Source: an optimization exercise on an open RTL-to-GDS flow (aim: small area, a short achievable clock period and few clock cycles per item). Production flows keep margins and buffers that such runs may drop.
The RTL was checked by simulation tests, not by an equivalence proof against the original design.
Power figures rest on the tool's default switching activity, not on a simulated workload.

==> flow/design.v (excerpt) <==
module gzip_top
    #(
        parameter OUT_FIFO_LOG = 3
    )
    (
    input          clk,
    input          rst_n,
    input          wr_en_fifo_in,
    input  [31:0]  din_fifo_in,
    input          rd_en_fifo_out,
    input          rev_endianess_in,
    input  [1:0]   btype_in,
    output [127:0] debug_reg,
    output         full_in_fifo,
    output [31:0]  dout_out_fifo_32,
    output reg     last_out_fifo_32,
    output         empty_out_fifo,
    output         irq
    );
Size in the first run: about 14000 flip-flops, about 200 I/O pins, roughly 680000 µm² of cells after synthesis.
==> flow/config.mk <==
export PLATFORM = sky130hd
export DESIGN_NAME = gzip_top
export DESIGN_NICKNAME = gzip_top
export VERILOG_FILES = /design/flow/design.v
export SDC_FILE = /design/flow/constraint.sdc
export NUM_CORES = 8
export LEC_CHECK = 0
export ABC_CLOCK_PERIOD_IN_PS = 4000
export CAP_MARGIN = 40
export CORE_MARGIN = 2
export CORE_UTILIZATION = 46
export SETUP_SLACK_MARGIN = 4.5
export SLEW_MARGIN = 40
export SYNTH_MEMORY_MAX_BITS = 16384
==> flow/constraint.sdc <==
create_clock -name core_clock -period 9.0 [get_ports {clk}]
set_input_delay 1.8000 -clock core_clock [delete_from_list [all_inputs] [get_ports {clk}]]
set_output_delay 1.8000 -clock core_clock [all_outputs]
set_load 0.01 [all_outputs]
run.sh (not shown) runs the stock make flow with config.mk's settings and CLKGATE_MAP_FILE= SYNTH_SCRIPT=/design/flow/synth_recipe.tcl, a recipe that flattens the netlist after the stock synthesis.
Testbench counts at the start, summed over its fixed seeds: cycles 40,059, bytes 78,731.
Then changed:
--- a/flow/config.mk
+++ b/flow/config.mk
@@ -10,3 +10,6 @@
 export CORE_MARGIN = 2
-export CORE_UTILIZATION = 46
+export CORE_UTILIZATION = 43
+export CTS_CLUSTER_DIAMETER = 80
+export CTS_CLUSTER_SIZE = 20
+export GPL_ROUTABILITY_DRIVEN = 0
 export SETUP_SLACK_MARGIN = 4.5
=> Now the flow ended with an error in global routing (5_1_grt), error GRT-0232; synthesized cell count does not change; area after synthesis stays the same.
Then changed:
--- a/flow/config.mk
+++ b/flow/config.mk
@@ -10,7 +10,6 @@
 export CORE_MARGIN = 2
-export CORE_UTILIZATION = 43
+export CORE_UTILIZATION = 42
 export CTS_CLUSTER_DIAMETER = 80
 export CTS_CLUSTER_SIZE = 20
-export GPL_ROUTABILITY_DRIVEN = 0
-export SETUP_SLACK_MARGIN = 4.5
+export SETUP_SLACK_MARGIN = 5
 export SLEW_MARGIN = 40
Outcome:
- The new run passed the timing, DRC and antenna checks
- synthesized cell count is unchanged
- area after synthesis is unchanged
Then changed:
--- a/flow/config.mk
+++ b/flow/config.mk
@@ -10,3 +10,3 @@
 export CORE_MARGIN = 2
-export CORE_UTILIZATION = 42
+export CORE_UTILIZATION = 46
 export CTS_CLUSTER_DIAMETER = 80
What happened: Cell area is higher by 0.51%. Area after synthesis is unchanged. Cell count is lower by 2.2%. Worst setup slack got worse by 0.013 ns. Register-to-register slack hardly moves.

---

gzip_top again, from the RTL that the note above started with.
clock: 9.0 ns
lec_check: 0
abc_clock_period_in_ps: 4000
cap_margin: 40
core_margin: 2
core_utilization: 40
cts_cluster_diameter: 80
cts_cluster_size: 20
setup_slack_margin: 4.5
slew_margin: 40
synth_memory_max_bits: 16384
Testbench counts at the start, summed over its fixed seeds: cycles 40,059, bytes 78,731.
Rerun with:
Settings changed: CORE_UTILIZATION 40 to 36.
Result:
- The changed run reached the layout checks and failed them: antenna violations
- worst hold slack is worse by 0.0089 ns
- worst setup slack is better by 0.0036 ns
- cell count came out higher by a few percent
- via count hardly moves
- synthesized cell count does not change
Rerun with:
Settings changed: CORE_UTILIZATION 36 to 40, SETUP_SLACK_MARGIN 4.5 to 5.
Result:
- Now the flow passed the timing, DRC and antenna checks
- sequential power barely changes
- synthesized area is unchanged
- sequential share of layout area rises by 0.31 points
- fmax rises by 1.6%
Rerun with:
Settings changed: CORE_UTILIZATION 40 to 43, CTS_CLUSTER_DIAMETER 80 to 90, CTS_CLUSTER_SIZE 20 to 24, SETUP_SLACK_MARGIN 5 to 4.5.
The changed run ran to the end with no violations.
Wire length climbs by 2.1%.
Global-route usage climbs by 4.4 points.
Total power drops by 7.1%.
Maximum frequency drops by 4.5%.
Core utilization climbs by 2.9 points.
Via count is about the same.
Rerun with:
Settings changed: CTS_CLUSTER_DIAMETER 90 to 80, CTS_CLUSTER_SIZE 24 to 20.
After rerunning: The changed run finished clean; die area does not change; total power is higher slightly; fmax is higher slightly; cell area is higher slightly; core utilization is higher by 0.37 points; via count hardly moves; global-route usage is higher by 0.21 points; count of clock-buffer cells in the layout is higher by 237; synthesized area is unchanged.
Rerun with:
Settings changed: CORE_UTILIZATION 43 to 38, SETUP_SLACK_MARGIN 4.5 to 5.
Synthesized area is unchanged.
Worst setup slack is better by 0.11 ns.
Count of clock-buffer cells in the layout decreases by 13.
Die area goes up by 13%.
Global-route usage came out lower by 6.6 points.
Clock power barely changes.

[afterwards: timing with drivers on the ports]
The results above use ideal ports. As a check the final layouts listed here were re-extracted and re-timed, cells and wires unchanged. Step 1 assumes that a clkbuf_16 drives the clock port and a buf_2 every other input. Step 2 adds t to the input delays and takes it off the output delays; t is the mean of the earliest and latest rising clock arrival at the registers after step 1. Input paths then give back, and output paths get back, about the clock's delay inside the block. Slacks: ideal / step 1 / step 2; pairs: ideal / step 1.
run | t (ns) | setup slack, ns | worst setup path after step 2 | pins driven straight from the clock port
the first run of note 1 | 1.591 | 3.075 / 3.075 / 3.075 | register to register | 1
the third run of note 1 | 1.522 | 3.240 / 3.240 / 3.240 | register to register | 1
the fourth run of note 1 | 1.512 | 3.227 / 3.227 / 3.227 | register to register | 1
the first run of note 2 | 1.559 | 3.397 / 3.397 / 3.397 | register to register | 1
the second run of note 2 | 1.570 | 3.401 / 3.401 / 3.401 | register to register | 1
the third run of note 2 | 1.567 | 3.491 / 3.491 / 3.491 | register to register | 1
the fourth run of note 2 | 1.553 | 3.229 / 3.229 / 3.229 | register to register | 1
the fifth run of note 2 | 1.563 | 3.328 / 3.328 / 3.328 | register to register | 1
the sixth run of note 2 | 1.555 | 3.440 / 3.440 / 3.440 | register to register | 1
